From an optimization exercise on the open Yosys and OpenROAD flow, aimed at small area and a short achievable clock period; shortcuts taken in it are not production practice. Function was checked by simulation only, so behaviour that the tests miss may differ from the original. Power is estimated from default activity; no workload was simulated.

==> flow/design.v, too long to show whole: its modules and the start of the top module <==
// module correlation_32: 1452 lines
// module pair_min: 24 lines
// module argmin_16: 220 lines
// module fa_cell: 6 lines
// module xor_cell: 5 lines
// module ha_cell: 6 lines
// module RFCorrelator: 28 lines
module RFCorrelator(bit_stream, clk, reset, Target_Num,
num_1, num_2, num_3, num_4, num_5, num_6, num_7, num_8, num_9, num_10, num_11, num_12, num_13, num_14, num_15, num_16, Out_str);
  // ...
==> flow/flow/run.sh <==
#!/bin/bash
# The standard layout (standard.sh) with two changes:
#  - synthesis maps the logic with ABC scripts of our own (flow/abc_*.script):
#    the pair_min module with flow/abc_pair.script, the argmin_16 module with
#    flow/abc_argmin.script, the rest with flow/abc_main.script. Everything
#    else in synthesis is the standard flow's script
#    (synth_recipe.tcl), so the registers are the standard synthesis's.
#  - the port buffers are the smallest buffer (buf_1).
# Each tool's output goes to the ORFS logs under orfs/logs; make's own
# output goes to flow_make.log.
set -euo pipefail
W=$PWD
export MY_ABC_SCRIPT=$W/flow/abc_main.script
export MY_ABC_SEL_SCRIPT=$W/flow/abc_argmin.script
export MY_ABC_PAIR_SCRIPT=$W/flow/abc_pair.script
export BUFFER_PORTS_ARGS="-buffer_cell sky130_fd_sc_hd__buf_1"
cat > $W/my_synth.tcl <<EOF
proc abc {args} {
  set i [lsearch -exact \$args -script]
  if { \$i >= 0 } {
    set a1 \$args
    lset a1 [expr {\$i + 1}] \$::env(MY_ABC_SCRIPT)
    set a2 \$args
    lset a2 [expr {\$i + 1}] \$::env(MY_ABC_SEL_SCRIPT)
    set a3 \$args
    lset a3 [expr {\$i + 1}] \$::env(MY_ABC_PAIR_SCRIPT)
    yosys abc {*}\$a3 pair_min
    yosys abc {*}\$a2 argmin_16
    yosys abc {*}\$a1
    return
  }
  yosys abc {*}\$args
}
source $W/synth_recipe.tcl
EOF
grep -q 'SYNTH_SCRIPT=[^ ]*synth_recipe.tcl' standard.sh
sed "s#SYNTH_SCRIPT=[^ ]*synth_recipe.tcl#SYNTH_SCRIPT=$W/my_synth.tcl#" standard.sh > my_standard.sh
bash my_standard.sh > flow_make.log 2>&1
==> flow/flow/abc_argmin.script <==
strash; dch; map -D 2000; topo; buffer -c; upsize -c; dnsize -c; stime -c
==> flow/flow/abc_main.script <==
strash; dch; map -a; topo; stime -c
==> flow/flow/abc_pair.script <==
strash; dch; map -a; topo; buffer -c; upsize -c; dnsize -c; stime -c
==> flow/standard.sh <==
#!/bin/bash
# synth_recipe.tcl (not shown) runs the flow's synth.tcl, then flattens the netlist and writes it again
# the make line also repeats each setting of config.mk as NAME=value (left out here)
make -C /OpenROAD-flow-scripts/flow DESIGN_CONFIG=/design/flow/config.mk WORK_HOME=/design/flow/orfs CLKGATE_MAP_FILE= SYNTH_SCRIPT=/design/flow/synth_recipe.tcl "${@:-finish}"
==> flow/config.mk <==
export PLATFORM = sky130hd
export DESIGN_NAME = RFCorrelator
export DESIGN_NICKNAME = RFCorrelator
export VERILOG_FILES = /design/flow/design.v
export SDC_FILE = /design/flow/constraint.sdc
export NUM_CORES = 4
export LEC_CHECK = 0
export ABC_AREA = 1
export CAP_MARGIN = 20
export CORE_MARGIN = 2
export CORE_UTILIZATION = 40
export CTS_BUF_LIST = sky130_fd_sc_hd__clkbuf_8
export PLACE_DENSITY = 0.6
export SLEW_MARGIN = 20
export SYNTH_HIERARCHICAL = 1
==> flow/constraint.sdc <==
create_clock -name core_clock -period 55.0 [get_ports {clk}]
set_input_delay 11.0000 -clock core_clock [delete_from_list [all_inputs] [get_ports {clk}]]
set_output_delay 11.0000 -clock core_clock [all_outputs]
set_load 0.01 [all_outputs]
==> qor.yml, run 1 <==
initial_core_util: 0.407
final_cells: 2898
swShare: 0.564
path_cells: "buf_1, xor2_1, fa_1, fa_1, fa_1, ha_1, fa_1, fa_1, fa_1, o21ai_0, a22oi_1, o2111ai_1, nand2_2, nor2_1, a21oi_1"
design_area_um2: 22800
fmax_ghz: 0.0661
slew_headroom: 0.556
drtIter0Drc: 1086
synth_top_family_by_area: "adder cells"
placed_area_um2: 22400
ys_ff_latch: 126
sh_seq_area: 0.125
cts_hold_buffers: 0
grt_start_max_net_pins: 30
status: "no timing/DRC/antenna violations"
holdPathEnd: "shift_reg[15]"
cpMostUsedCell: "fa_1"
drv_cap: 0
synthMuxAreaShare: 0.000515
r2r-start: "Target_Num[20]"
p_per_area_nw_per_um2: 68.0
multi_input_area_um2: 16000
insertion_delay_ps: 470
synth_edf_count: 32
nWellTaps: 615
pre_cts_slack_ps: 39440
dominant_cells: "multi-input combinational cells"
==> inputs of run 2 (changes only) <==
==> flow/flow/abc_pair.script (replaced) <==
strash; dch; map -a; topo; stime -c
==> qor.yml, run 2 <==
slew_viol_final: 0  # unchanged
setup_tns_ps: 0  # unchanged
fin_crit_ps: 15240  # was 15130 ps
cts_made_buffers: 17  # unchanged
hold_start: "shift_reg[8]"  # was shift_reg[16]
startpoint_type: "input pin"  # unchanged
synthesis.area_um2: 19200  # was 19500 µm²
dr.pass1.iters: 5  # unchanged
syn2layout_area_growth_pct: 18.0  # was 17.2%
avgRoutedWirePerCell_um: 24.7  # was 24.5 µm
place_congestion: 0.912  # was 0.917
cp-end-kind: "flip-flop"  # unchanged
cts.clk_slew.worst_paths_ps: 90  # was 100 ps
worstPathRequired_ps: 55330  # was 55390 ps
synth_edf_count: 32  # unchanged
swShare: 0.557  # was 0.564
die_area_um2: 49900  # was 50400 µm²
grt_pass1_wl_um: 103000  # was 102000 µm
drtAntennaViolNets: 0  # unchanged
synth_area_leaders: "fa_1, xor2_1, dfxtp_1"  # unchanged
yosysSeqAreaShare: 0.148  # was 0.146
skew_ps: 18.4  # was 20.4 ps
cts_setup_buffers: 0  # unchanged
r2r-start: "Target_Num[2]"  # was Target_Num[20]
crit_arrival_ps: 15570  # was 15520 ps
final_cells: 2899  # was 2898
routed_wl_um: 71500  # was 71000 µm
hold_path.class: "flip-flop to flip-flop"  # unchanged
synth-main-ff-cell: "dfxtp_1"  # unchanged
status: "no timing/DRC/antenna violations"  # unchanged
synth_most_common_cell: "xor2_1"  # unchanged
drtIter0Drc: 1141  # was 1086
largest_reg_flops: 56  # unchanged
clkSinkCount: 126  # unchanged
synthDistinctLibCells: 45  # was 47
viasPerCell: 5.23  # was 5.20
switchingPower_w: 0.000835  # was 0.000875 W
intPower_w: 0.000665  # was 0.000676 W
fin_nets: 3267  # was 3266
cts_buffer_depth: 2  # unchanged
p_comb_frac: 0.845  # was 0.850
crit_start: "num_2[10]"  # was num_1[12]
final_common_cell: "buf_1"  # unchanged
seqPwrFrac: 0.100  # was 0.097
grt_pass1_vias: 16988  # was 16669
synthCells: 1672  # was 1680
fp-row-count: 80  # unchanged
slew_headroom: 0.229  # was 0.556
drc: 0  # unchanged
p_per_area_nw_per_um2: 66.0  # was 68.0 nW/µm²
fmax_ghz: 0.0656  # was 0.0661 GHz
globalRouteTotalUtil: 0.291  # was 0.284
post_synth.cell_area_avg_um2: 11.5  # was 11.6 µm²
die_h_um: 223  # was 225 µm
hpwlAfterDp_um: 56800  # was 56900 µm
drive_above_1_share: 0.0416  # was 0.0552
ys_ff_latch: 126  # unchanged
min_period_over_period: 0.277  # was 0.275
initial_core_util: 0.404  # was 0.407
insertion_delay_ps: 470  # about the same
clockPowerShare: 0.055  # was 0.053
worst_pin_slew_ps: 1160  # was 660 ps
port_buffers: 550  # unchanged
setup_violations: 0  # unchanged
grt_overflow: 0  # unchanged
synth_top_area_frac: 0.433  # was 0.428
peakVddDrop_uv: 41.2  # was 41.1 µV
placed_cells: 2866  # unchanged
root_buffer: "clkbuf_8"  # unchanged
mostFrequentLayoutCells: "buf_1, xor2_1, fa_1, dfxtp_1, nand2_1"  # was buf_1, xor2_1, fa_1, inv_1, dfxtp_1
core-area_um2: 47600  # was 47800 µm²
leakagePower_nw: 8.95  # was 9.16 nW
cts_resized: 0  # unchanged
final_hold_viol_count: 0  # unchanged
holdWs_ps: 346  # was 351 ps
crit_fanout: 13  # unchanged
rsz0062_at_grt: "no"  # unchanged
synthTopCellsByCount: "xor2_1, fa_1, dfxtp_1"  # was xor2_1, fa_1, inv_1
synth-async-reset-ratio: 0  # unchanged
synth_warnings: 7  # unchanged
path_class: "input pin to flip-flop"  # unchanged
htree_levels: 4  # unchanged
cts_hold_buffers: 0  # unchanged
synth_nets: 2668  # was 2676
antenna_found_initial: 0  # was 1
cts_tree: "built"  # unchanged
ios: 551  # unchanged
die_w_um: 223  # was 225 µm
yosysTopAreaCell: "fa_1"  # unchanged
drv_cap: 0  # unchanged
vias: 15158  # was 15061
grt_start_max_net_pins: 33  # was 30
diodes: 0  # unchanged
## run 2: cell types whose count changed in the layout (fill, tap and decap cells not counted), moves of 16 or more
cell and delta:
o21ai_0 +24, inv_1 -64, o21ai_1 -16, clkinv_1 +64
## run 2: cell families after synthesis
family          synth area share
xor+xnor                   0.233
fa+ha+maj                  0.475
compound gates            0.0744
simple gates              0.0431
buf+inv                   0.0261
flops                      0.148
mux                     0.000520
## run 2: Yosys stat by module (local to each module, per instance), a selection
module / cell area, µm² / times used
fa_cell: 20.0 / 416
xor_cell: 8.76 / 512
ha_cell: 12.5 / 48
argmin_16: 1410 / 1
RFCorrelator: 2950 / 1
pair_min: 184 / 8
## run 2: final cells by class
cell class              instances  area (µm²)
clock inverters                14         145
well taps                     615         769
multi-input cells            1417       15900
flip-flops and latches        126        2840
inverters                     125         470
fillers                      4456       24900
repair buffers                584        2340
clock buffers                  18         248
## run 2: final timing paths
| kind | endpoint | slack, ps | depth (start not counted) |
|---|---|---|---|
| max | hpair_reg[4] | 39760 | 16 |
| min | shift_reg[7] | 350 | 0 |
| max reg2reg | hpair_reg[12] | 49090 | 14 |
| min reg2reg | shift_reg[7] | 350 | 0 |
## run 2: power by group through the flow
| stage | clock, W | sequential, W | combinational (W) |
|---|---|---|---|
| floorplan | 0 | 0.000147 | 0.000949 |
| global placement | 0 | 0.000153 | 0.00123 |
| detailed placement | 0 | 0.000152 | 0.00126 |
| CTS | 0.0000855 | 0.000150 | 0.00127 |
| global route | 0.0000887 | 0.000153 | 0.00145 |
| finish | 0.0000823 | 0.000150 | 0.00127 |
## run 2: through the flow
stage | worst slack, ps | power, W | utilization | cell area (µm²)
CTS | 39820 | 0.00150 | 0.476 | 22700
floorplan | 39900 | 0.00110 | - | 19200
global placement | 39400 | 0.00138 | 0.468 | 22300
finish | 39760 | 0.00150 | 0.477 | 22700
detailed placement | 39320 | 0.00141 | 0.468 | 22300
global route | 39530 | 0.00169 | 0.477 | 22700
## run 2: per-layer routing
metal,track usage,vias up,share of wire
met5,0,-,0
met4,0.123,0,0.044
met3,0.0623,154,0.077
met2,0.487,745,0.49
met1,0.365,7644,0.39
li1,-,6615,-
## run 2: critical path, stage by stage
cell       delay (ps)
buf_1             110
xor2_1            330
fa_1              560
fa_1              500
fa_1              500
ha_1              210
fa_1              380
fa_1              380
fa_1              540
clkinv_1          120
nor3_1            260
a22oi_1           110
o2111ai_1          90
nand2_1           260
nor2_1            170
a21oi_1            60
==> inputs of run 3 (changes only) <==
--- a/flow/config.mk
+++ b/flow/config.mk
@@ -8,3 +8,3 @@
 export ABC_AREA = 1
-export CAP_MARGIN = 20
+export CAP_MARGIN = 5
 export CORE_MARGIN = 2
@@ -13,3 +13,3 @@
 export PLACE_DENSITY = 0.6
-export SLEW_MARGIN = 20
+export SLEW_MARGIN = 5
 export SYNTH_HIERARCHICAL = 1
==> qor.yml, run 3 <==
status: "no timing/DRC/antenna violations"  # unchanged
drv_cap: 0  # unchanged
synth_top_area_frac: 0.433  # unchanged
cts_buffer_depth: 2  # unchanged
cts_setup_buffers: 0  # unchanged
path_cells: "buf_1, xor2_1, fa_1, fa_1, fa_1, ha_1, fa_1, fa_1, fa_1, clkinv_1, nor3_1, a22oi_1, o2111ai_1, nand2_1, nor2_1, a21oi_1"  # unchanged
place_congestion: 0.912  # unchanged
cts_resized: 0  # unchanged
fin_crit_ps: 15250  # was 15240 ps
synthCells: 1672  # unchanged
final_hold_viol_count: 0  # unchanged
crit_fanout: 13  # unchanged
drtAntennaViolNets: 0  # unchanged
setup_tns_ps: 0  # unchanged
synth_edf_count: 32  # unchanged
min_period_over_period: 0.277  # about the same
cts_tree: "built"  # unchanged
cpPeakStageDelay_ps: 560  # about the same
worstPathRequired_ps: 55330  # about the same
synth_warnings: 7  # unchanged
core-area_um2: 47600  # unchanged
fmax_ghz: 0.0656  # about the same
die_area_um2: 49900  # unchanged
htree_levels: 4  # unchanged
initial_core_util: 0.404  # unchanged
drc: 0  # unchanged
grt_pass1_wl_um: 103000  # unchanged
setup_violations: 0  # unchanged
worst_pin_slew_ps: 1190  # was 1160 ps
startpoint_type: "input pin"  # unchanged
path_class: "input pin to flip-flop"  # unchanged
vias: 15195  # was 15158
die_h_um: 223  # unchanged
synth_nets: 2668  # unchanged
cp-end-kind: "flip-flop"  # unchanged
drtIter0Drc: 1134  # was 1141
routed_wl_um: 71400  # was 71500 µm
seqPwrFrac: 0.100  # about the same
insertion_delay_ps: 470  # about the same
fp-row-count: 80  # unchanged
cpMostUsedCell: "fa_1"  # unchanged
diodes: 0  # unchanged
synth_area_leaders: "fa_1, xor2_1, dfxtp_1"  # unchanged
root_buffer: "clkbuf_8"  # unchanged
clkSinkCount: 126  # unchanged
clockPowerShare: 0.055  # about the same
ios: 551  # unchanged
largest_reg_flops: 56  # unchanged
final_cells: 2898  # was 2899
mostFrequentLayoutCells: "buf_1, xor2_1, fa_1, dfxtp_1, nand2_1"  # unchanged
slew_headroom: 0.206  # was 0.229
yosysSeqAreaShare: 0.148  # unchanged
ys_ff_latch: 126  # unchanged
fin_nets: 3266  # was 3267
cts_made_buffers: 17  # unchanged
viasPerCell: 5.24  # was 5.23
p_comb_frac: 0.845  # about the same
globalRouteTotalUtil: 0.291  # unchanged
grt_overflow: 0  # unchanged
synth-main-ff-cell: "dfxtp_1"  # unchanged
holdWs_ps: 348  # was 346 ps
yosysTopAreaCell: "fa_1"  # unchanged
switchingPower_w: 0.000833  # was 0.000835 W
crit_slowest_cell: "fa_1"  # unchanged
hold_path.class: "flip-flop to flip-flop"  # unchanged
power_w: 0.00150  # about the same
syn2layout_area_growth_pct: 17.9  # was 18.0%
cts_hold_buffers: 0  # unchanged
synthTopCellsByCount: "xor2_1, fa_1, dfxtp_1"  # unchanged
peakVddDrop_uv: 41.4  # was 41.2 µV
drive_above_1_share: 0.0412  # was 0.0416
crit_arrival_ps: 15580  # was 15570 ps
avgRoutedWirePerCell_um: 24.6  # was 24.7 µm
synthesis.area_um2: 19200  # unchanged
synth_most_common_cell: "xor2_1"  # unchanged
intPower_w: 0.000665  # about the same
cts.clk_slew.worst_paths_ps: 90  # about the same
slew_viol_final: 0  # unchanged
placed_cells: 2866  # unchanged
grt_pass1_vias: 16988  # unchanged
final_common_cell: "buf_1"  # unchanged
dr.pass1.iters: 5  # unchanged
leakagePower_nw: 8.94  # was 8.95 nW
p_per_area_nw_per_um2: 66.0  # about the same
swShare: 0.556  # was 0.557
synthDistinctLibCells: 45  # unchanged
port_buffers: 550  # unchanged
skew_ps: 17.3  # was 18.4 ps
synth-async-reset-ratio: 0  # unchanged
grt_start_max_net_pins: 33  # unchanged
rsz0062_at_grt: "no"  # unchanged
post_synth.cell_area_avg_um2: 11.5  # unchanged
antenna_found_initial: 0  # unchanged
die_w_um: 223  # unchanged
hpwlAfterDp_um: 56800  # unchanged
==> run 3: power by group through the flow <==
stage | Clock (W) | Combinational, W | Sequential (W)
3_5_place_dp | 0 | 0.00126 | 0.000152
2_1_floorplan | 0 | 0.000949 | 0.000147
4_1_cts | 0.0000855 | 0.00127 | 0.000150
3_3_place_gp | 0 | 0.00123 | 0.000153
5_1_grt | 0.0000887 | 0.00145 | 0.000153
6_report | 0.0000822 | 0.00127 | 0.000150
==> run 3: layout make-up <==
cell class	count	area, µm²
timing repair buffer	583	2310
tap	615	769
fill	4457	25000
multi-input combinational	1417	15900
sequential	126	2840
clock buffer	18	248
clock inverter	14	145
inverter	125	470
==> run 3: logic make-up after synthesis <==
kind of cell,after synthesis,share of synthesized area
simple gates,200,0.0431
compound gates,223,0.0744
mux,1,0.000520
buf+inv,129,0.0261
xor+xnor,512,0.233
flops,126,0.148
fa+ha+maj,481,0.475
==> run 3: final timing paths <==
check	startpoint	endpoint	slack, ps	depth (start not counted)
setup / recovery	num_2[10]	hpair_reg[4]	39750	16
hold / removal	shift_reg[8]	shift_reg[7]	350	0
setup reg to reg	Target_Num[31]	hpair_reg[4]	49090	14
hold reg to reg	shift_reg[8]	shift_reg[7]	350	0
==> run 3: per-layer routing <==
| layer | part of all wire | wire, µm | up-vias | track usage |
|---|---|---|---|---|
| li1 | - | - | 6615 | - |
| met1 | 0.39 | 28200 | 7716 | 0.365 |
| met2 | 0.49 | 34700 | 714 | 0.487 |
| met3 | 0.075 | 5380 | 150 | 0.0623 |
| met4 | 0.044 | 3170 | 0 | 0.123 |
| met5 | 0 | 0 | - | 0 |
==> run 3: worst max-delay path, delay by kind of cell <==
kind | cells | cell delay (ps)
AOI/OAI and AO/OA | 3 | 250
xor gates and xnor gates | 1 | 330
buffers and inverters | 2 | 230
and+or+nand+nor | 3 | 690
adders and majority gates | 7 | 3070
==> run 3: Yosys stat by module (local to each module, per instance), a selection <==
module / area, µm² / cells inside
RFCorrelator: 2950 / 146
argmin_16: 1410 / 246
fa_cell: 20.0 / 1
ha_cell: 12.5 / 1
pair_min: 184 / 38
xor_cell: 8.76 / 1
==> run 3: stage by stage <==
stage,util,worst slack (ps),instance area (µm²)
after floorplan,-,39900,19200
after global placement,0.468,39400,22300
after detailed placement,0.468,39320,22300
after CTS,0.476,39820,22700
after global routing,0.476,39530,22700
final,0.476,39750,22700
==> inputs of run 4 (changes only) <==
--- a/flow/config.mk
+++ b/flow/config.mk
@@ -8,8 +8,8 @@
 export ABC_AREA = 1
-export CAP_MARGIN = 5
+export CAP_MARGIN = 20
 export CORE_MARGIN = 2
-export CORE_UTILIZATION = 40
+export CORE_UTILIZATION = 60
 export CTS_BUF_LIST = sky130_fd_sc_hd__clkbuf_8
-export PLACE_DENSITY = 0.6
-export SLEW_MARGIN = 5
+export PLACE_DENSITY = 0.75
+export SLEW_MARGIN = 20
 export SYNTH_HIERARCHICAL = 1
==> qor.yml, run 4 <==
startpoint_type: "input pin"  # unchanged
drc: 0  # unchanged
dr.pass1.iters: 5  # unchanged
power_w: 0.00151  # was 0.00150 W
worstPathRequired_ps: 55320  # was 55330 ps
clkSinkCount: 126  # unchanged
syn2layout_area_growth_pct: 16.8  # was 17.9%
insertion_delay_ps: 450  # was 470 ps
pre_cts_slack_ps: 39190  # was 39320 ps
final_hold_viol_count: 0  # unchanged
path_class: "input pin to flip-flop"  # unchanged
placed_cells: 2653  # was 2866
drtAntennaViolNets: 0  # unchanged
cts_hold_buffers: 0  # unchanged
ys_ff_latch: 126  # unchanged
fmax_ghz: 0.0648  # was 0.0656 GHz
grt_overflow: 0  # unchanged
cp-end-kind: "flip-flop"  # unchanged
cts_setup_buffers: 0  # unchanged
synthCells: 1672  # unchanged
viasPerCell: 5.84  # was 5.24
globalRouteTotalUtil: 0.402  # was 0.291
drtIter0Drc: 1411  # was 1134
die_area_um2: 33500  # was 49900 µm²
avgRoutedWirePerCell_um: 24.9  # was 24.6 µm
grt_pass1_vias: 16598  # was 16988
timing.final.ws_setup_ps: 39560  # was 39750 ps
crit_fanout: 13  # unchanged
htree_levels: 4  # unchanged
crit_arrival_ps: 15760  # was 15580 ps
core-area_um2: 31600  # was 47600 µm²
hpwlAfterDp_um: 53000  # was 56800 µm
root_buffer: "clkbuf_8"  # unchanged
synthesis.area_um2: 19200  # unchanged
fin_crit_ps: 15440  # was 15250 ps
routed_wl_um: 66900  # was 71400 µm
cpMostUsedCell: "fa_1"  # unchanged
peakVddDrop_uv: 49.0  # was 41.4 µV
slew_headroom: 0.604  # was 0.206
yosysSeqAreaShare: 0.148  # unchanged
antenna_found_initial: 2  # was 0
port_buffers: 550  # unchanged
grt_pass1_wl_um: 96000  # was 103000 µm
yosysTopAreaCell: "fa_1"  # unchanged
leakagePower_nw: 8.97  # was 8.94 nW
fin_nets: 3266  # unchanged
synth_nets: 2668  # unchanged
worst_pin_slew_ps: 588  # was 1190 ps
place_congestion: 0.957  # was 0.912
synth-async-reset-ratio: 0  # unchanged
nFillCells: 2355  # was 4457
final_cells: 2687  # was 2898
drv_cap: 0  # unchanged
cts_tree: "built"  # unchanged
vias: 15688  # was 15195
initial_core_util: 0.610  # was 0.404
setup_violations: 0  # unchanged
synth_top_area_frac: 0.433  # unchanged
synth_warnings: 7  # unchanged
post_synth.cell_area_avg_um2: 11.5  # unchanged
grt_start_max_net_pins: 33  # unchanged
die_w_um: 183  # was 223 µm
crit_slowest_cell: "fa_1"  # unchanged
p_per_area_nw_per_um2: 67.1  # was 66.0 nW/µm²
die_h_um: 183  # was 223 µm
synth_most_common_cell: "xor2_1"  # unchanged
synth_area_leaders: "fa_1, xor2_1, dfxtp_1"  # unchanged
fp-row-count: 65  # was 80
slew_viol_final: 0  # unchanged
skew_ps: 22.8  # was 17.3 ps
largest_reg_flops: 56  # unchanged
path_cells: "buf_1, xor2_1, fa_1, fa_1, fa_1, ha_1, fa_1, fa_1, fa_1, clkinv_1, nor3_1, a22oi_1, o2111ai_1, nand2_1, nor2_1, a21oi_1"  # unchanged
min_period_over_period: 0.281  # was 0.277
synth_edf_count: 32  # unchanged
cts_resized: 0  # unchanged
ios: 551  # unchanged
cts_buffer_depth: 2  # unchanged
drive_above_1_share: 0.0403  # was 0.0412
rsz0062_at_grt: "no"  # unchanged
synthDistinctLibCells: 45  # unchanged
holdWs_ps: 348  # about the same
synthTopCellsByCount: "xor2_1, fa_1, dfxtp_1"  # unchanged
synth-main-ff-cell: "dfxtp_1"  # unchanged
status: "no timing/DRC/antenna violations"  # unchanged
cts_made_buffers: 17  # unchanged
setup_tns_ps: 0  # unchanged
hold_path.class: "flip-flop to flip-flop"  # unchanged
cts.clk_slew.worst_paths_ps: 80  # was 90 ps
cpPeakStageDelay_ps: 620  # was 560 ps
mostFrequentLayoutCells: "buf_1, xor2_1, fa_1, dfxtp_1, nand2_1"  # unchanged
final_common_cell: "buf_1"  # unchanged
==> run 4: cell counts after synthesis <==
Identical to the previous run, type by type.
==> run 4: cells by family (layout without fill, tap and decap cells) <==
kind of cell,Yosys count,count (layout),share of synthesized area
AO/OA/AOI/OAI,223,223,0.0744
flip-flops,126,126,0.148
buffers and inverters,129,740,0.0261
multiplexers,1,1,0.000520
XOR/XNOR,512,512,0.233
adder cells (fa/ha/maj),481,481,0.475
AND/OR/NAND/NOR,200,200,0.0431
other,0,2,0
==> run 4: final timing paths <==
| kind | cells past startpoint | to | from | slack [ps] |
|---|---|---|---|---|
| worst min-delay path | 0 | shift_reg[20] | shift_reg[21] | 350 |
| worst min register to register | 0 | shift_reg[20] | shift_reg[21] | 350 |
| worst max-delay path | 16 | hpair_reg[25] | num_8[23] | 39560 |
| worst max register to register | 16 | hpair_reg[25] | Target_Num[23] | 49320 |
==> run 4: layout make-up <==
cell class	count	area (µm²)	share of cell area
antenna	2	5.00	0.000223
clock buffer	18	248	0.0110
clock inverter	14	191	0.00852
inverter	125	470	0.0209
multi-input combinational	1417	15900	0.708
sequential	126	2840	0.127
tap	402	503	0.0224
timing repair buffer	583	2310	0.103
==> run 4: critical path: cells and delay by family <==
kind,cells,cell delay [ps]
AOI/OAI and AO/OA,3,280
xor gates and xnor gates,1,420
adders and majority gates,7,3140
buffers and inverters,2,190
and+or+nand+nor,3,720
==> run 4: modules after synthesis, one instance, submodules excluded, excerpt <==
module	cell area (µm²)	flip-flops and latches
ha_cell	12.5	0
RFCorrelator	2950	126
fa_cell	20.0	0
argmin_16	1410	0
xor_cell	8.76	0
pair_min	184	0
==> run 4: metrics by stage <==
step | area [µm²] | util
5_1_grt | 22500 | 0.712
3_5_place_dp | 22000 | 0.698
2_1_floorplan | 19200 | -
4_1_cts | 22500 | 0.712
6_report | 22500 | 0.712
3_3_place_gp | 22000 | 0.698
==> run 4: per-layer routing <==
layer  part of all wire  vias up  GRT usage
li1                   -     6617          -
met3               0.11      228      0.118
met4              0.052        0      0.188
met2               0.47     1064      0.642
met5                  0        -          0
met1               0.37     7779      0.509
==> run 4: report_power, final <==
| part | internal, W | leakage (nW) | switching, W | total, W |
|---|---|---|---|---|
| Combinational | 0.000490 | 7.67 | 0.000777 | 0.00127 |
| Clock | 0.0000506 | 0.218 | 0.0000385 | 0.0000891 |
| Sequential | 0.000139 | 1.08 | 0.0000119 | 0.000151 |
| Total | 0.000679 | 8.97 | 0.000828 | 0.00151 |
==> inputs of run 5 (changes only) <==
==> flow/flow/abc_argmin.script (replaced) <==
strash; dch; map -a; topo; buffer -c; upsize -c; dnsize -c; stime -c
==> flow/flow/abc_pair.script (replaced) <==
strash; dch; map -a; topo; buffer -c; upsize -c; dnsize -c; stime -c
--- a/flow/config.mk
+++ b/flow/config.mk
@@ -10,5 +10,5 @@
 export CORE_MARGIN = 2
-export CORE_UTILIZATION = 60
+export CORE_UTILIZATION = 40
 export CTS_BUF_LIST = sky130_fd_sc_hd__clkbuf_8
-export PLACE_DENSITY = 0.75
+export PLACE_DENSITY = 0.6
 export SLEW_MARGIN = 20
==> qor.yml, run 5 <==
cts_tree: "built"  # unchanged
ios: 551  # unchanged
slew_headroom: 0.166  # was 0.604
rsz0062_at_grt: "no"  # unchanged
grt_pass1_wl_um: 102000  # was 96000 µm
holdWs_ps: 352  # was 348 ps
synth_nets: 2657  # was 2668
skew_ps: 25.2  # was 22.8 ps
post_synth.cell_area_avg_um2: 11.6  # was 11.5 µm²
synth_edf_count: 32  # unchanged
met3_usage: 0.0759  # was 0.118
cts.clk_slew.worst_paths_ps: 80  # about the same
multi_input_area_um2: 15900  # about the same
synthDistinctLibCells: 39  # was 45
crit_slowest_cell: "o21ai_0"  # was fa_1
ys_ff_latch: 126  # unchanged
die_h_um: 224  # was 183 µm
insertion_delay_ps: 460  # was 450 ps
yosysSeqAreaShare: 0.147  # was 0.148
nFillCells: 4450  # was 2355
design_area_um2: 22700  # was 22500 µm²
final_hold_viol_count: 0  # unchanged
drv_cap: 0  # unchanged
worstPathRequired_ps: 44000  # was 55320 ps
final_common_cell: "buf_1"  # unchanged
grt_util_met2: 0.467  # was 0.642
synth_area_leaders: "fa_1, xor2_1, dfxtp_1"  # unchanged
r2r_setup_slack_ps: 49210  # was 49320 ps
p_per_area_nw_per_um2: 67.7  # was 67.1 nW/µm²
drtIter0Drc: 1015  # was 1411
leakagePower_nw: 9.07  # was 8.97 nW
grt_start_max_net_pins: 33  # unchanged
synth_most_common_cell: "xor2_1"  # unchanged
cts_hold_buffers: 0  # unchanged
hold_path.class: "flip-flop to flip-flop"  # unchanged
cts_resized: 0  # unchanged
synth-async-reset-ratio: 0  # unchanged
port_buffers: 550  # unchanged
worst_pin_slew_ps: 1250  # was 588 ps
grt_use_met1: 0.362  # was 0.509
fin_crit_ps: 15180  # was 15440 ps
syn2layout_area_growth_pct: 17.3  # was 16.8%
grt_overflow: 0  # unchanged
status: "no timing/DRC/antenna violations"  # unchanged
hpwlAfterDp_um: 56800  # was 53000 µm
slew_viol_final: 0  # unchanged
setup_tns_ps: 0  # unchanged
grt_pass1_vias: 16784  # was 16598
vias: 15113  # was 15688
min_period_over_period: 0.276  # was 0.281
htree_levels: 4  # unchanged
path_class: "flip-flop to output pin"  # was input pin to flip-flop
synthesis.area_um2: 19300  # was 19200 µm²
drc: 0  # unchanged
setup_violations: 0  # unchanged
synth-main-ff-cell: "dfxtp_1"  # unchanged
startpoint_type: "flip-flop"  # was input pin
place_congestion: 0.958  # was 0.957
final_cells: 2883  # was 2687
placed_cells: 2851  # was 2653
drtAntennaViolNets: 0  # unchanged
crit_arrival_ps: 4180  # was 15760 ps
yosysTopAreaCell: "fa_1"  # unchanged
cp-end-kind: "output pin"  # was flip-flop
synthCells: 1661  # was 1672
largest_reg_flops: 56  # unchanged
die_w_um: 224  # was 183 µm
root_buffer: "clkbuf_8"  # unchanged
synth_warnings: 7  # unchanged
diodes: 0  # was 2
mostFrequentLayoutCells: "buf_1, xor2_1, fa_1, inv_1, dfxtp_1"  # was buf_1, xor2_1, fa_1, dfxtp_1, nand2_1
avgRoutedWirePerCell_um: 24.4  # was 24.9 µm
fp-row-count: 80  # was 65
drive_above_1_share: 0.0573  # was 0.0403
placed_area_um2: 22300  # was 22000 µm²
power_w: 0.00154  # was 0.00151 W
core-area_um2: 47700  # was 31600 µm²
clkSinkCount: 126  # unchanged
crit_fanout: 5  # was 13
regArea_um2: 2840  # unchanged
path_cells: "ha_1, ha_1, a221oi_1, o22ai_2, o21ai_0, nand3_1, o21ai_0, o21ai_0, o221ai_1, o221ai_1, a31oi_1, inv_1, nor3_2, inv_2, o221ai_1, buf_1"  # was buf_1, xor2_1, fa_1, fa_1, fa_1, ha_1, fa_1, fa_1, fa_1, clkinv_1, nor3_1, a22oi_1, o2111ai_1, nand2_1, nor2_1, a21oi_1
dr.pass1.iters: 6  # was 5
initial_core_util: 0.405  # was 0.610
die_area_um2: 50100  # was 33500 µm²
cts_made_buffers: 17  # unchanged
fmax_ghz: 0.0659  # was 0.0648 GHz
antenna_found_initial: 0  # was 2
cts_buffer_depth: 2  # unchanged
cpPeakStageDelay_ps: 580  # was 620 ps
routed_wl_um: 70200  # was 66900 µm
globalRouteTotalUtil: 0.284  # was 0.402
fin_nets: 3251  # was 3266
cts_setup_buffers: 0  # unchanged
synthTopCellsByCount: "xor2_1, fa_1, inv_1"  # was xor2_1, fa_1, dfxtp_1
peakVddDrop_uv: 47.7  # was 49.0 µV
viasPerCell: 5.24  # was 5.84
synth_top_area_frac: 0.430  # was 0.433
top_usage_layer: "met2"  # unchanged
[run 5: path summary, 6_finish.rpt]
kind | endpoint | cells after the start | start
setup / recovery | Out_str[1] | 16 | hpair_reg[3]
hold / removal | shift_reg[5] | 0 | shift_reg[6]
hold reg to reg | shift_reg[5] | 0 | shift_reg[6]
setup reg to reg | hpair_reg[52] | 15 | Target_Num[26]
[run 5: critical path, delay by kind of cell, from the launching register on]
family,cells,cell delay [ps]
adders and majority gates,2,500
and+or+nand+nor,2,350
buffers and inverters,3,370
AOI/OAI and AO/OA,9,2210
DFF,1,310
[run 5: final cells by class]
class,instances,share of cell area
clock buffer,18,0.0109
timing repair buffer,584,0.102
sequential,126,0.125
clock inverter,14,0.00480
inverter,123,0.0203
tap,615,0.0339
multi-input combinational,1403,0.703
[run 5: kinds of logic (layout without fill, tap and decap cells)]
| logic type | after synthesis | in the layout | share of synthesized area |
|---|---|---|---|
| AO/OA/AOI/OAI | 223 | 223 | 0.0742 |
| XOR/XNOR | 512 | 512 | 0.232 |
| adder cells (fa/ha/maj) | 485 | 485 | 0.475 |
| buffers and inverters | 132 | 739 | 0.0291 |
| flip-flops | 126 | 126 | 0.147 |
| AND/OR/NAND/NOR | 183 | 183 | 0.0433 |
[run 5: per-layer routing]
metal  wire, µm  vias to the layer above
met5          0                        -
met4       2690                        0
met3       6140                      141
met2      33500                      728
met1      27900                     7677
li1           -                     6567
[run 5: where the power goes]
part / internal [W] / total [W] / leakage, nW / switching, W
Clock: 0.0000331 / 0.0000757 / 0.180 / 0.0000426
Sequential: 0.000139 / 0.000151 / 1.08 / 0.0000120
Combinational: 0.000501 / 0.00131 / 7.81 / 0.000809
[run 5: modules after synthesis, one instance, submodules excluded, a selection]
module / flops+latches / cells inside / times used / cell area [µm²]
pair_min: 0 / 39 / 8 / 210
argmin_16: 0 / 227 / 1 / 1310
ha_cell: 0 / 1 / 48 / 12.5
xor_cell: 0 / 1 / 512 / 8.76
fa_cell: 0 / 1 / 416 / 20.0
RFCorrelator: 126 / 146 / 1 / 2950
[run 5: metrics by stage]
stage,utilization,setup WS (ps)
floorplan,-,39990
global placement,0.468,39510
detailed placement,0.468,39460
CTS,0.475,39830
global route,0.475,39490
finish,0.475,39820
==> inputs of run 6 (changes only) <==
==> flow/flow/abc_pair.script (replaced) <==
strash; dch; map -a; topo; stime -c
--- a/flow/config.mk
+++ b/flow/config.mk
@@ -12,2 +12,4 @@
 export CTS_BUF_LIST = sky130_fd_sc_hd__clkbuf_8
+export CTS_CLUSTER_DIAMETER = 80
+export CTS_CLUSTER_SIZE = 30
 export PLACE_DENSITY = 0.6
==> qor.yml, run 6 <==
drv_cap: 0  # unchanged
grt_pass1_wl_um: 99800  # was 102000 µm
crit_buf_inv: 2  # was 3
seqPwrFrac: 0.104  # was 0.098
post_synth.cell_area_avg_um2: 11.6  # about the same
intPower_w: 0.000659  # was 0.000673 W
slew_viol_final: 0  # unchanged
synthCells: 1653  # was 1661
syn2layout_area_growth_pct: 18.1  # was 17.3%
drive_above_1_share: 0.0419  # was 0.0573
swShare: 0.553  # was 0.562
p_comb_frac: 0.842  # was 0.853
cpLargestDelayFamily: "adder cells"  # was compound AO/OA/AOI/OAI gates
synth_most_common_cell: "xor2_1"  # unchanged
dr.pass1.iters: 6  # unchanged
pre_cts_slack_ps: 39360  # was 39460 ps
core-area_um2: 47400  # was 47700 µm²
synth_nets: 2649  # was 2657
whs_path_depth: 0  # unchanged
root_buffer: "clkbuf_8"  # unchanged
synth-async-reset-ratio: 0  # unchanged
hold_path.class: "flip-flop to flip-flop"  # unchanged
vias: 14921  # was 15113
grt_overflow: 0  # unchanged
timing.final.ws_setup_ps: 39800  # was 39820 ps
path_cells: "buf_1, xor2_1, fa_1, fa_1, fa_1, ha_1, fa_1, fa_1, fa_1, clkinv_1, nor3_1, a22oi_1, o2111ai_1, nand2_1, o21ai_0"  # was ha_1, ha_1, a221oi_1, o22ai_2, o21ai_0, nand3_1, o21ai_0, o21ai_0, o221ai_1, o221ai_1, a31oi_1, inv_1, nor3_2, inv_2, o221ai_1, buf_1
routed_wl_um: 68600  # was 70200 µm
cts_made_buffers: 17  # unchanged
cts_setup_buffers: 0  # unchanged
peakVddDrop_uv: 42.6  # was 47.7 µV
final_common_cell: "buf_1"  # unchanged
htree_levels: 4  # unchanged
mostFrequentLayoutCells: "buf_1, xor2_1, fa_1, dfxtp_1, nand2_1"  # was buf_1, xor2_1, fa_1, inv_1, dfxtp_1
postLayoutCoreUtil: 0.476  # was 0.475
hpwlAfterDp_um: 53300  # was 56800 µm
antenna_found_initial: 2  # was 0
synthesis.area_um2: 19100  # was 19300 µm²
crit_arrival_ps: 15550  # was 4180 ps
power_w: 0.00147  # was 0.00154 W
nFillCells: 4424  # was 4450
avgRoutedWirePerCell_um: 23.8  # was 24.4 µm
crit_fanout: 13  # was 5
cpMostUsedCell: "fa_1"
synth_area_leaders: "fa_1, xor2_1, dfxtp_1"  # unchanged
worstPathRequired_ps: 55350  # was 44000 ps
drc: 0  # unchanged
ys_ff_latch: 126  # unchanged
final_hold_viol_count: 0  # unchanged
synth_warnings: 7  # unchanged
synthDistinctLibCells: 38  # was 39
port_buffers: 550  # unchanged
synth_top_area_frac: 0.435  # was 0.430
ios: 551  # unchanged
status: "no timing/DRC/antenna violations"  # unchanged
largest_reg_flops: 56  # unchanged
cts_buffer_depth: 2  # unchanged
fp-row-count: 80  # unchanged
setup_tns_ps: 0  # unchanged
globalRouteTotalUtil: 0.281  # was 0.284
min_period_over_period: 0.276  # about the same
synthTopCellsByCount: "xor2_1, fa_1, dfxtp_1"  # was xor2_1, fa_1, inv_1
path_depth: 15  # was 16
cts_resized: 0  # unchanged
grt_start_max_net_pins: 21  # was 33
cts_hold_buffers: 0  # unchanged
die_w_um: 223  # was 224 µm
slew_headroom: 0.242  # was 0.166
die_h_um: 223  # was 224 µm
die_area_um2: 49600  # was 50100 µm²
fmax_ghz: 0.0658  # was 0.0659 GHz
clockPowerShare: 0.054  # was 0.049
leakagePower_nw: 8.85  # was 9.07 nW
cts.clk_slew.worst_paths_ps: 90  # was 80 ps
startpoint_type: "input pin"  # was flip-flop
synth_edf_count: 32  # unchanged
fin_crit_ps: 15200  # was 15180 ps
fin_nets: 3250  # was 3251
p_per_area_nw_per_um2: 65.3  # was 67.7 nW/µm²
path_class: "input pin to flip-flop"  # was flip-flop to output pin
synth-main-ff-cell: "dfxtp_1"  # unchanged
place_congestion: 0.924  # was 0.958
insertion_delay_ps: 470  # was 460 ps
worst_pin_slew_ps: 1140  # was 1250 ps
cts_tree: "built"  # unchanged
setup_violations: 0  # unchanged
ff2ff_path_depth: 14  # was 15
yosysSeqAreaShare: 0.149  # was 0.147
skew_ps: 20.1  # was 25.2 ps
yosysTopAreaCell: "fa_1"  # unchanged
crit_slowest_cell: "fa_1"  # was o21ai_0
initial_core_util: 0.403  # was 0.405
clkSinkCount: 126  # unchanged
drtAntennaViolNets: 0  # unchanged
cp-end-kind: "flip-flop"  # was output pin
grt_pass1_vias: 16466  # was 16784
drtIter0Drc: 925  # was 1015
cpPeakStageDelay_ps: 580  # about the same
rsz0062_at_grt: "no"  # unchanged
switchingPower_w: 0.000815  # was 0.000864 W
viasPerCell: 5.18  # was 5.24
## run 6: per-layer routing
metal / vias up / track usage / part of all wire
met5: - / 0 / 0
met4: 0 / 0.108 / 0.039
met3: 144 / 0.0625 / 0.077
met2: 748 / 0.464 / 0.48
met1: 7469 / 0.359 / 0.40
li1: 6560 / - / -
## run 6: worst paths after layout
kind             startpoint       endpoint  slack, ps
max               num_2[13]   hpair_reg[0]      39800
min           shift_reg[16]  shift_reg[15]        340
max reg2reg  Target_Num[29]  hpair_reg[26]      49150
min reg2reg   shift_reg[16]  shift_reg[15]        340
## run 6: cell families after synthesis
kind of cell,Yosys count,synth area share
AOI/OAI and AO/OA,223,0.0719
buffers and inverters,124,0.0247
adders and majority gates,485,0.480
and+or+nand+nor,183,0.0406
xor gates and xnor gates,512,0.234
DFF,126,0.149
## run 6: worst reg2reg max path: cells and delay by family (launching register included)
family	cells	cell delay [ps]
AO/OA/AOI/OAI	4	790
XOR/XNOR	1	230
adder cells (fa/ha/maj)	6	2880
buffers and inverters	1	380
flip-flops	1	1110
AND/OR/NAND/NOR	2	370
## run 6: per-stage QoR
stage	hold slack, ps	area (µm²)	instances
floorplan	327	19100	1653
global placement	335	22200	2850
detailed placement	337	22200	2850
CTS	339	22600	2882
global route	344	22600	2883
finish	345	22600	2883
## run 6: final cells by class
type | instances | area [µm²] | share of cell area
Sequential cell | 126 | 2840 | 0.126
Clock inverter | 15 | 149 | 0.00659
Timing Repair Buffer | 583 | 2310 | 0.102
Tap cell | 615 | 769 | 0.0341
Multi-Input combinational cell | 1403 | 15800 | 0.700
Inverter | 123 | 462 | 0.0204
Antenna cell | 1 | 2.50 | 0.000111
Clock buffer | 17 | 234 | 0.0104
## run 6: power by group through the flow
| stage | Sequential (W) | Clock (W) | Combinational, W |
|---|---|---|---|
| final | 0.000153 | 0.0000799 | 0.00124 |
| after detailed placement | 0.000154 | 0 | 0.00123 |
| after floorplan | 0.000147 | 0 | 0.000926 |
| after global placement | 0.000155 | 0 | 0.00121 |
| after global routing | 0.000155 | 0.0000854 | 0.00142 |
| after CTS | 0.000153 | 0.0000818 | 0.00124 |
## run 6: modules after synthesis (local to each module, per instance), excerpt
module / cells / copies in the design / cell area, µm²
fa_cell: 1 / 416 / 20.0
xor_cell: 1 / 512 / 8.76
pair_min: 38 / 8 / 184
RFCorrelator: 146 / 1 / 2950
ha_cell: 1 / 48 / 12.5
argmin_16: 227 / 1 / 1310
==> inputs of run 7 (changes only) <==
--- a/flow/config.mk
+++ b/flow/config.mk
@@ -12,5 +12,3 @@
 export CTS_BUF_LIST = sky130_fd_sc_hd__clkbuf_8
-export CTS_CLUSTER_DIAMETER = 80
-export CTS_CLUSTER_SIZE = 30
-export PLACE_DENSITY = 0.6
+export PLACE_DENSITY = 0.75
 export SLEW_MARGIN = 20
==> qor.yml, run 7 <==
hold_path.class: "flip-flop to flip-flop"  # unchanged
largest_reg_flops: 56  # unchanged
r2r_setup_slack_ps: 49450  # was 49150 ps
htree_levels: 4  # unchanged
whs_path_depth: 0  # unchanged
synth-main-ff-cell: "dfxtp_1"  # unchanged
clkSinkCount: 126  # unchanged
drtIter0Drc: 1187  # was 925
core-area_um2: 47400  # unchanged
synth_edf_count: 32  # unchanged
cts_buffer_depth: 2  # unchanged
final_hold_viol_count: 0  # unchanged
startpoint_type: "flip-flop"  # was input pin
ys_ff_latch: 126  # unchanged
fin_crit_ps: 15240  # was 15200 ps
min_period_over_period: 0.277  # was 0.276
peakVddDrop_uv: 44.0  # was 42.6 µV
grt_start_max_net_pins: 21  # unchanged
setup_violations: 0  # unchanged
cts_resized: 0  # unchanged
crit_fanout: 10  # was 13
setup.worst_path.end: "Out_str[0]"  # was hpair_reg[0]
pre_cts_slack_ps: 39320  # was 39360 ps
slew_viol_final: 0  # unchanged
cp-end-kind: "output pin"  # was flip-flop
routed_wl_um: 71000  # was 68600 µm
fin_nets: 3250  # unchanged
status: "no timing/DRC/antenna violations"  # unchanged
yosysSeqAreaShare: 0.149  # unchanged
slew_headroom: 0.515  # was 0.242
crit_arrival_ps: 4240  # was 15550 ps
globalRouteTotalUtil: 0.288  # was 0.281
synthTopCellsByCount: "xor2_1, fa_1, dfxtp_1"  # unchanged
crit_start: "hpair_reg[38]"  # was num_2[13]
drc: 0  # unchanged
hpwlAfterDp_um: 56600  # was 53300 µm
rsz0062_at_grt: "no"  # unchanged
synth-async-reset-ratio: 0  # unchanged
place_congestion: 0.939  # was 0.924
grt_pass1_vias: 17092  # was 16466
synth_warnings: 7  # unchanged
grt_pass1_wl_um: 103000  # was 99800 µm
cts_hold_buffers: 0  # unchanged
die_h_um: 223  # unchanged
port_buffers: 550  # unchanged
yosysTopAreaCell: "fa_1"  # unchanged
mostFrequentLayoutCells: "buf_1, xor2_1, fa_1, dfxtp_1, nand2_1"  # unchanged
synth_nets: 2649  # unchanged
root_buffer: "clkbuf_8"  # unchanged
drive_above_1_share: 0.0428  # was 0.0419
cts_made_buffers: 17  # unchanged
synthCells: 1653  # unchanged
leakagePower_nw: 8.86  # was 8.85 nW
drtAntennaViolNets: 0  # unchanged
synth_top_area_frac: 0.435  # unchanged
worst_pin_slew_ps: 727  # was 1140 ps
initial_core_util: 0.403  # unchanged
timing.final.ws_setup_ps: 39760  # was 39800 ps
worstPathRequired_ps: 44000  # was 55350 ps
p_per_area_nw_per_um2: 65.4  # was 65.3 nW/µm²
synth_area_leaders: "fa_1, xor2_1, dfxtp_1"  # unchanged
final_common_cell: "buf_1"  # unchanged
ff2ff_path_depth: 16  # was 14
nFillCells: 4383  # was 4424
syn2layout_area_growth_pct: 17.9  # was 18.1%
ios: 551  # unchanged
antenna_found_initial: 0  # was 2
r2r-start: "Target_Num[28]"  # was Target_Num[29]
die_w_um: 223  # unchanged
grt_overflow: 0  # unchanged
drv_cap: 0  # unchanged
diodes: 0  # was 1
vias: 15326  # was 14921
fp-row-count: 80  # unchanged
dr.pass1.iters: 5  # was 6
synth_most_common_cell: "xor2_1"  # unchanged
fmax_ghz: 0.0656  # was 0.0658 GHz
r2r_end: "hpair_reg[11]"  # was hpair_reg[26]
insertion_delay_ps: 480  # was 470 ps
avgRoutedWirePerCell_um: 24.6  # was 23.8 µm
skew_ps: 20.5  # was 20.1 ps
path_class: "flip-flop to output pin"  # was input pin to flip-flop
synthDistinctLibCells: 38  # unchanged
post_synth.cell_area_avg_um2: 11.6  # unchanged
setup_tns_ps: 0  # unchanged
cts_tree: "built"  # unchanged
viasPerCell: 5.32  # was 5.18
cts_setup_buffers: 0  # unchanged
cts.clk_slew.worst_paths_ps: 90  # about the same
synthesis.area_um2: 19100  # unchanged
die_area_um2: 49600  # unchanged
-- run 7: Yosys stat by module, one instance, submodules excluded, excerpt --
module        area (µm²)  flip-flops and latches  copies in the design
RFCorrelator        2950                     126                     1
argmin_16           1310                       0                     1
pair_min             184                       0                     8
fa_cell             20.0                       0                   416
ha_cell             12.5                       0                    48
xor_cell            8.76                       0                   512
-- run 7: worst min path at each step --
| stage | start | end |
|---|---|---|
| after floorplan | shift_reg[1] | shift_reg[0] |
| after global placement | shift_reg[13] | shift_reg[12] |
| after detailed placement | shift_reg[21] | shift_reg[20] |
| after CTS | shift_reg[7] | shift_reg[6] |
| after global routing | shift_reg[14] | shift_reg[13] |
| final | shift_reg[11] | shift_reg[10] |
-- run 7: cell families after synthesis --
group / Yosys count / share of synthesized area
XOR/XNOR: 512 / 0.234
adder cells (fa/ha/maj): 485 / 0.480
flip-flops: 126 / 0.149
AND/OR/NAND/NOR: 183 / 0.0406
buffers and inverters: 124 / 0.0247
AO/OA/AOI/OAI: 223 / 0.0719
-- run 7: layout make-up --
cell class,count,area (µm²),area share
clock buffers,18,248,0.0110
clock inverters,14,108,0.00477
inverters,123,462,0.0205
multi-input cells,1403,15800,0.701
flip-flops and latches,126,2840,0.126
well taps,615,769,0.0341
repair buffers,583,2310,0.102
-- run 7: per-layer routing --
metal,up-vias,track usage,wire [µm]
met5,-,0,0
met4,0,0.121,3170
met3,177,0.0856,6820
met2,901,0.471,33900
met1,7695,0.356,27200
li1,6553,-,-
-- run 7: through the flow --
| stage | std cells | hold slack [ps] | utilization | total power (W) | instance area [µm²] |
|---|---|---|---|---|---|
| 2_1_floorplan | 1653 | 327 | - | 0.00107 | 19100 |
| 5_1_grt | 2882 | 351 | 0.476 | 0.00166 | 22600 |
| 6_report | 2882 | 348 | 0.476 | 0.00148 | 22600 |
| 3_3_place_gp | 2850 | 330 | 0.468 | 0.00135 | 22200 |
| 3_5_place_dp | 2850 | 335 | 0.468 | 0.00139 | 22200 |
| 4_1_cts | 2882 | 347 | 0.476 | 0.00147 | 22600 |
-- run 7: worst max-delay path, stage by stage, from the launching register on --
cell and delay (ps):
dfxtp_1 310, ha_1 190, ha_1 270, inv_1 60
a22oi_1 170, a21oi_1 130, nor2_4 210, inv_2 100
or2_1 210, o21ai_0 210, inv_1 160, nand2_1 90
nand3_1 60, o21ai_0 90, o21ai_0 100, o221ai_1 90
o221ai_1 160, a31oi_1 220, nand2_1 110, nor2_1 250
o211ai_1 200, o311ai_2 120, buf_1 260
-- run 7: where the power goes --
part           switching (W)  leakage (nW)  total (W)  internal [W]
Clock              0.0000412         0.184  0.0000743     0.0000331
Combinational       0.000765          7.60    0.00125      0.000483
Sequential         0.0000139          1.08   0.000153      0.000139
Total               0.000820          8.86    0.00148      0.000655
==> inputs of run 8 (changes only) <==
--- a/flow/config.mk
+++ b/flow/config.mk
@@ -10,5 +10,5 @@
 export CORE_MARGIN = 2
-export CORE_UTILIZATION = 40
+export CORE_UTILIZATION = 45
 export CTS_BUF_LIST = sky130_fd_sc_hd__clkbuf_8
-export PLACE_DENSITY = 0.75
+export PLACE_DENSITY = 0.5
 export SLEW_MARGIN = 20
==> qor.yml, run 8 <==
crit_slowest_cell: "fa_1"  # was dfxtp_1
nFillCells: 3841  # was 4383
drtAntennaViolNets: 0  # unchanged
synthesis.area_um2: 19100  # unchanged
cp-end-kind: "flip-flop"  # was output pin
place_congestion: 0.921  # was 0.939
htree_levels: 4  # unchanged
diodes: 0  # unchanged
path_depth: 16  # was 22
synth_warnings: 7  # unchanged
worst_pin_slew_ps: 644  # was 727 ps
grt_overflow: 0  # unchanged
syn2layout_area_growth_pct: 17.6  # was 17.9%
hold_path.class: "flip-flop to flip-flop"  # unchanged
status: "no timing/DRC/antenna violations"  # unchanged
cts_hold_buffers: 0  # unchanged
synth_edf_count: 32  # unchanged
ff2ff_path_depth: 16  # unchanged
cts.clk_slew.worst_paths_ps: 90  # about the same
cpMostUsedCell: "fa_1"  # was o21ai_0
fin_crit_ps: 15220  # was 15240 ps
synthCells: 1653  # unchanged
drv_cap: 0  # unchanged
synthTopCellsByCount: "xor2_1, fa_1, dfxtp_1"  # unchanged
cpPeakStageDelay_ps: 600  # was 310 ps
final_hold_viol_count: 0  # unchanged
insertion_delay_ps: 460  # was 480 ps
globalRouteTotalUtil: 0.315  # was 0.288
fmax_ghz: 0.0657  # was 0.0656 GHz
slew_viol_final: 0  # unchanged
leakagePower_nw: 8.85  # was 8.86 nW
crit_fanout: 13  # was 10
synth-async-reset-ratio: 0  # unchanged
cts_made_buffers: 17  # unchanged
cts_buffer_depth: 2  # unchanged
synth_top_area_frac: 0.435  # unchanged
routed_wl_um: 68400  # was 71000 µm
setup_violations: 0  # unchanged
die_area_um2: 44200  # was 49600 µm²
whs_path_depth: 0  # unchanged
grt_start_max_net_pins: 20  # was 21
drc: 0  # unchanged
post_synth.cell_area_avg_um2: 11.6  # unchanged
setup_tns_ps: 0  # unchanged
path_class: "input pin to flip-flop"  # was flip-flop to output pin
synthDistinctLibCells: 38  # unchanged
grt_pass1_wl_um: 98800  # was 103000 µm
ios: 551  # unchanged
path_cells: "buf_1, xor2_1, fa_1, fa_1, fa_1, ha_1, fa_1, fa_1, fa_1, clkinv_1, nor3_1, a22oi_1, o2111ai_1, nand2_1, nor2_1, a21oi_1"  # was ha_1, ha_1, inv_1, a22oi_1, a21oi_1, nor2_4, inv_2, or2_1, o21ai_0, inv_1, nand2_1, nand3_1, o21ai_0, o21ai_0, o221ai_1, o221ai_1, a31oi_1, nand2_1, nor2_1, o211ai_1, o311ai_2, buf_1
rsz0062_at_grt: "no"  # unchanged
core-area_um2: 41900  # was 47400 µm²
yosysTopAreaCell: "fa_1"  # unchanged
cts_resized: 0  # unchanged
final_common_cell: "buf_1"  # unchanged
fp-row-count: 75  # was 80
fin_nets: 3251  # was 3250
cts_setup_buffers: 0  # unchanged
initial_core_util: 0.456  # was 0.403
drive_above_1_share: 0.0428  # about the same
holdWs_ps: 348  # about the same
ys_ff_latch: 126  # unchanged
hpwlAfterDp_um: 54000  # was 56600 µm
grt_pass1_vias: 16230  # was 17092
mostFrequentLayoutCells: "buf_1, xor2_1, fa_1, dfxtp_1, nand2_1"  # unchanged
peakVddDrop_uv: 39.1  # was 44.0 µV
slew_headroom: 0.570  # was 0.515
min_period_over_period: 0.277  # about the same
port_buffers: 550  # unchanged
avgRoutedWirePerCell_um: 24.4  # was 24.6 µm
startpoint_type: "input pin"  # was flip-flop
dr.pass1.iters: 6  # was 5
cpLargestDelayFamily: "adder cells"  # was compound AO/OA/AOI/OAI gates
worstPathRequired_ps: 55320  # was 44000 ps
p_per_area_nw_per_um2: 65.3  # was 65.4 nW/µm²
synth_area_leaders: "fa_1, xor2_1, dfxtp_1"  # unchanged
antenna_found_initial: 0  # unchanged
postLayoutCoreUtil: 0.537  # was 0.476
synth_most_common_cell: "xor2_1"  # unchanged
die_h_um: 210  # was 223 µm
cts_tree: "built"  # unchanged
die_w_um: 210  # was 223 µm
skew_ps: 21.2  # was 20.5 ps
synth_nets: 2649  # unchanged
yosysSeqAreaShare: 0.149  # unchanged
crit_buf_inv: 2  # was 4
largest_reg_flops: 56  # unchanged
drtIter0Drc: 980  # was 1187
crit_arrival_ps: 15530  # was 4240 ps
viasPerCell: 5.23  # was 5.32
synth-main-ff-cell: "dfxtp_1"  # unchanged
root_buffer: "clkbuf_8"  # unchanged
vias: 14667  # was 15326
clkSinkCount: 126  # unchanged
[run 8: Yosys stat by module (local to each module, per instance), excerpt]
module | flip-flops and latches | area, µm² | times used
RFCorrelator | 126 | 2950 | 1
ha_cell | 0 | 12.5 | 48
xor_cell | 0 | 8.76 | 512
argmin_16 | 0 | 1310 | 1
pair_min | 0 | 184 | 8
fa_cell | 0 | 20.0 | 416
[run 8: layout make-up]
class | instances | area (µm²) | area share
well taps | 539 | 674 | 0.0300
inverters | 123 | 462 | 0.0205
multi-input cells | 1403 | 15800 | 0.703
repair buffers | 584 | 2320 | 0.103
flip-flops and latches | 126 | 2840 | 0.126
clock buffers | 17 | 234 | 0.0104
clock inverters | 15 | 148 | 0.00656
[run 8: path summary, 6_finish.rpt]
path,from,endpoint,slack [ps]
setup reg to reg,Target_Num[1],hpair_reg[11],49250
setup / recovery,num_4[13],hpair_reg[11],39780
hold / removal,shift_reg[30],shift_reg[29],350
hold reg to reg,shift_reg[30],shift_reg[29],350
[run 8: layer usage]
metal  up-vias  global-route usage  routed length [µm]
met2       659               0.520               32800
met3        82              0.0745                5370
met5         -                   0                   0
met1      7367               0.418               28500
li1       6559                   -                   -
met4         0              0.0861                1740
[run 8: through the flow]
stage	total power (W)	cells	setup slack [ps]	cell area [µm²]
after floorplan	0.00107	1653	39900	19100
after CTS	0.00147	2806	39850	22500
after global routing	0.00165	2807	39500	22500
after global placement	0.00137	2774	39410	22100
after detailed placement	0.00138	2774	39340	22100
final	0.00147	2807	39780	22500
[run 8: power by group]
| group | internal (W) | switching, W | leakage (nW) |
|---|---|---|---|
| logic | 0.000483 | 0.000756 | 7.60 |
| clock network | 0.0000398 | 0.0000397 | 0.171 |
| registers | 0.000139 | 0.0000123 | 1.08 |
[run 8: logic make-up after synthesis]
group	count (synthesis)	share of synthesized area
buffers and inverters	124	0.0247
adders and majority gates	485	0.480
and+or+nand+nor	183	0.0406
xor gates and xnor gates	512	0.234
AOI/OAI and AO/OA	223	0.0719
DFF	126	0.149
==> inputs of run 9 (changes only) <==
--- a/flow/config.mk
+++ b/flow/config.mk
@@ -10,5 +10,5 @@
 export CORE_MARGIN = 2
-export CORE_UTILIZATION = 45
-export CTS_BUF_LIST = sky130_fd_sc_hd__clkbuf_8
-export PLACE_DENSITY = 0.5
+export CORE_UTILIZATION = 40
+export CTS_BUF_LIST = sky130_fd_sc_hd__clkbuf_4 sky130_fd_sc_hd__clkbuf_8
+export PLACE_DENSITY = 0.6
 export SLEW_MARGIN = 20
==> qor.yml, run 9 <==
hold_start: "shift_reg[16]"  # was shift_reg[30]
grt_pass1_vias: 16466  # was 16230
nFillCells: 4422  # was 3841
min_period_over_period: 0.277  # about the same
viasPerCell: 5.17  # was 5.23
synthCells: 1653  # unchanged
worst_pin_slew_ps: 1140  # was 644 ps
leakagePower_nw: 8.85  # about the same
post_synth.cell_area_avg_um2: 11.6  # unchanged
hpwlAfterDp_um: 53300  # was 54000 µm
fp-row-count: 80  # was 75
r2r-start: "Target_Num[29]"  # was Target_Num[1]
final_common_cell: "buf_1"  # unchanged
synth_top_area_frac: 0.435  # unchanged
largest_reg_flops: 56  # unchanged
yosysSeqAreaShare: 0.149  # unchanged
crit_buf_inv: 2  # unchanged
ys_ff_latch: 126  # unchanged
postLayoutCoreUtil: 0.476  # was 0.537
htree_levels: 4  # unchanged
synth_most_common_cell: "xor2_1"  # unchanged
hold_path.class: "flip-flop to flip-flop"  # unchanged
synth_edf_count: 32  # unchanged
path_class: "input pin to flip-flop"  # unchanged
globalRouteTotalUtil: 0.281  # was 0.315
regArea_um2: 2840  # unchanged
rsz0062_at_grt: "no"  # unchanged
drtIter0Drc: 925  # was 980
startpoint_type: "input pin"  # unchanged
synthTopCellsByCount: "xor2_1, fa_1, dfxtp_1"  # unchanged
drc: 0  # unchanged
root_buffer: "clkbuf_8"  # unchanged
cts_hold_buffers: 0  # unchanged
cts_resized: 0  # unchanged
drtAntennaViolNets: 0  # unchanged
slew_viol_final: 0  # unchanged
routed_wl_um: 68600  # was 68400 µm
cts_made_buffers: 17  # unchanged
cts.clk_slew.worst_paths_ps: 90  # about the same
setup_tns_ps: 0  # unchanged
avgRoutedWirePerCell_um: 23.8  # was 24.4 µm
core-area_um2: 47400  # was 41900 µm²
multi_input_area_um2: 15800  # unchanged
synth_area_leaders: "fa_1, xor2_1, dfxtp_1"  # unchanged
yosysTopAreaCell: "fa_1"  # unchanged
fin_nets: 3250  # was 3251
synth_nets: 2649  # unchanged
cp-end-kind: "flip-flop"  # unchanged
die_h_um: 223  # was 210 µm
synth-main-ff-cell: "dfxtp_1"  # unchanged
drv_cap: 0  # unchanged
fmax_ghz: 0.0657  # about the same
synth-async-reset-ratio: 0  # unchanged
crit_fanout: 13  # unchanged
peakVddDrop_uv: 42.6  # was 39.1 µV
die_area_um2: 49600  # was 44200 µm²
cpMostUsedCell: "fa_1"  # unchanged
grt_overflow: 0  # unchanged
insertion_delay_ps: 470  # was 460 ps
power_w: 0.00148  # was 0.00147 W
skew_ps: 20.1  # was 21.2 ps
ios: 551  # unchanged
slew_headroom: 0.242  # was 0.570
synthDistinctLibCells: 38  # unchanged
syn2layout_area_growth_pct: 18.1  # was 17.6%
clkSinkCount: 126  # unchanged
status: "no timing/DRC/antenna violations"  # unchanged
grt_pass1_wl_um: 99800  # was 98800 µm
antenna_found_initial: 2  # was 0
final_hold_viol_count: 0  # unchanged
die_w_um: 223  # was 210 µm
worstPathRequired_ps: 55350  # was 55320 ps
dr.pass1.iters: 6  # unchanged
mostFrequentLayoutCells: "buf_1, xor2_1, fa_1, dfxtp_1, nand2_1"  # unchanged
p_per_area_nw_per_um2: 65.3  # about the same
grt_start_max_net_pins: 21  # was 20
path_cells: "buf_1, xor2_1, fa_1, fa_1, fa_1, ha_1, fa_1, fa_1, fa_1, clkinv_1, nor3_1, a22oi_1, o2111ai_1, nand2_1, o21ai_0"  # was buf_1, xor2_1, fa_1, fa_1, fa_1, ha_1, fa_1, fa_1, fa_1, clkinv_1, nor3_1, a22oi_1, o2111ai_1, nand2_1, nor2_1, a21oi_1
cpLargestDelayFamily: "adder cells"  # unchanged
synthesis.area_um2: 19100  # unchanged
vias: 14915  # was 14667
fin_crit_ps: 15220  # about the same
crit_arrival_ps: 15570  # was 15530 ps
drive_above_1_share: 0.0423  # was 0.0428
cts_setup_buffers: 0  # unchanged
initial_core_util: 0.403  # was 0.456
setup_violations: 0  # unchanged
port_buffers: 550  # unchanged
cpPeakStageDelay_ps: 580  # was 600 ps
crit_slowest_cell: "fa_1"  # unchanged
place_congestion: 0.924  # was 0.921
synth_warnings: 7  # unchanged
crit_start: "num_2[13]"  # was num_4[13]
cts_tree: "built"  # unchanged
cts_buffer_depth: 2  # unchanged
## run 9: cell counts after synthesis
No cell type changed its count.
## run 9: final timing paths
check,end,slack (ps),depth (start not counted)
worst max register to register,hpair_reg[26],49150,14
worst max-delay path,hpair_reg[0],39780,15
worst min register to register,shift_reg[15],340,0
worst min-delay path,shift_reg[15],340,0
## run 9: final cells by class
type / instances / area share
flip-flops and latches: 126 / 0.126
clock inverters: 14 / 0.00642
diodes: 1 / 0.000111
clock buffers: 18 / 0.0107
multi-input cells: 1403 / 0.700
inverters: 123 / 0.0204
repair buffers: 583 / 0.102
well taps: 615 / 0.0340
## run 9: cells by family (layout without fill, tap and decap cells)
kind of cell	Yosys count	after routing	synth area share
XOR/XNOR	512	512	0.234
adder cells (fa/ha/maj)	485	485	0.480
AO/OA/AOI/OAI	223	223	0.0719
AND/OR/NAND/NOR	183	183	0.0406
flip-flops	126	126	0.149
buffers and inverters	124	738	0.0247
other	0	1	0
## run 9: through the flow
step | worst slack (ps) | instance area (µm²) | hold slack, ps | instances
global placement | 39480 | 22200 | 335 | 2850
detailed placement | 39360 | 22200 | 337 | 2850
global route | 39550 | 22600 | 344 | 2883
CTS | 39830 | 22600 | 339 | 2882
floorplan | 39900 | 19100 | 327 | 1653
finish | 39780 | 22600 | 345 | 2883
## run 9: metal layers
| layer | part of all wire | track usage | up-vias |
|---|---|---|---|
| met5 | 0 | 0 | - |
| met4 | 0.039 | 0.108 | 0 |
| met3 | 0.077 | 0.0625 | 144 |
| met2 | 0.48 | 0.464 | 745 |
| met1 | 0.40 | 0.359 | 7468 |
| li1 | - | - | 6558 |
## run 9: where the power goes
group          switching (W)  leakage [nW]  internal (W)
sequential         0.0000139          1.08      0.000139
clock              0.0000401         0.180     0.0000405
combinational       0.000762          7.60      0.000480
## run 9: Yosys stat by module (local to each module, per instance), a selection
module	cell area, µm²	flops+latches
ha_cell	12.5	0
RFCorrelator	2950	126
fa_cell	20.0	0
xor_cell	8.76	0
pair_min	184	0
argmin_16	1310	0

re-timing with driven ports:
In the flow no input, the clock included, has a driving cell. The finished layouts below were timed again as built, in two steps. Step 1, drivers: a clkbuf_16 drives clk and a buf_2 each remaining input, both assumed. Step 2 adds t to the input delays and takes it off the output delays; t is the mean of the earliest and latest rising clock arrival at the registers after step 1. Input paths then give back, and output paths get back, about the clock's delay inside the block. Slacks: no drivers / after step 1 / after step 2; pairs: no drivers / after step 1.
run	t, ns	slack for setup (ns)	worst setup path after step 2	latest minus earliest clock arrival (ns)
run 1	0.516	39.867 / 39.892 / 39.376	input to register	0.020 / 0.020
run 2	0.506	39.760 / 39.783 / 39.277	input to register	0.018 / 0.018
run 3	0.506	39.754 / 39.777 / 39.271	input to register	0.017 / 0.017
run 4	0.487	39.557 / 39.582 / 39.094	input to register	0.022 / 0.023
run 5	0.495	39.816 / 39.769 / 39.403	input to register	0.025 / 0.025
run 6	0.519	39.799 / 39.810 / 39.310	input to register	0.021 / 0.020
run 7	0.512	39.762 / 39.717 / 39.300	input to register	0.021 / 0.021
run 8	0.499	39.783 / 39.808 / 39.309	input to register	0.021 / 0.021
run 9	0.519	39.780 / 39.809 / 39.290	input to register	0.021 / 0.020
After both steps every run listed still meets setup and hold. The setup slack of run 1, which loses most, moves by +0.025 ns with the drivers and by -0.491 ns with both steps.
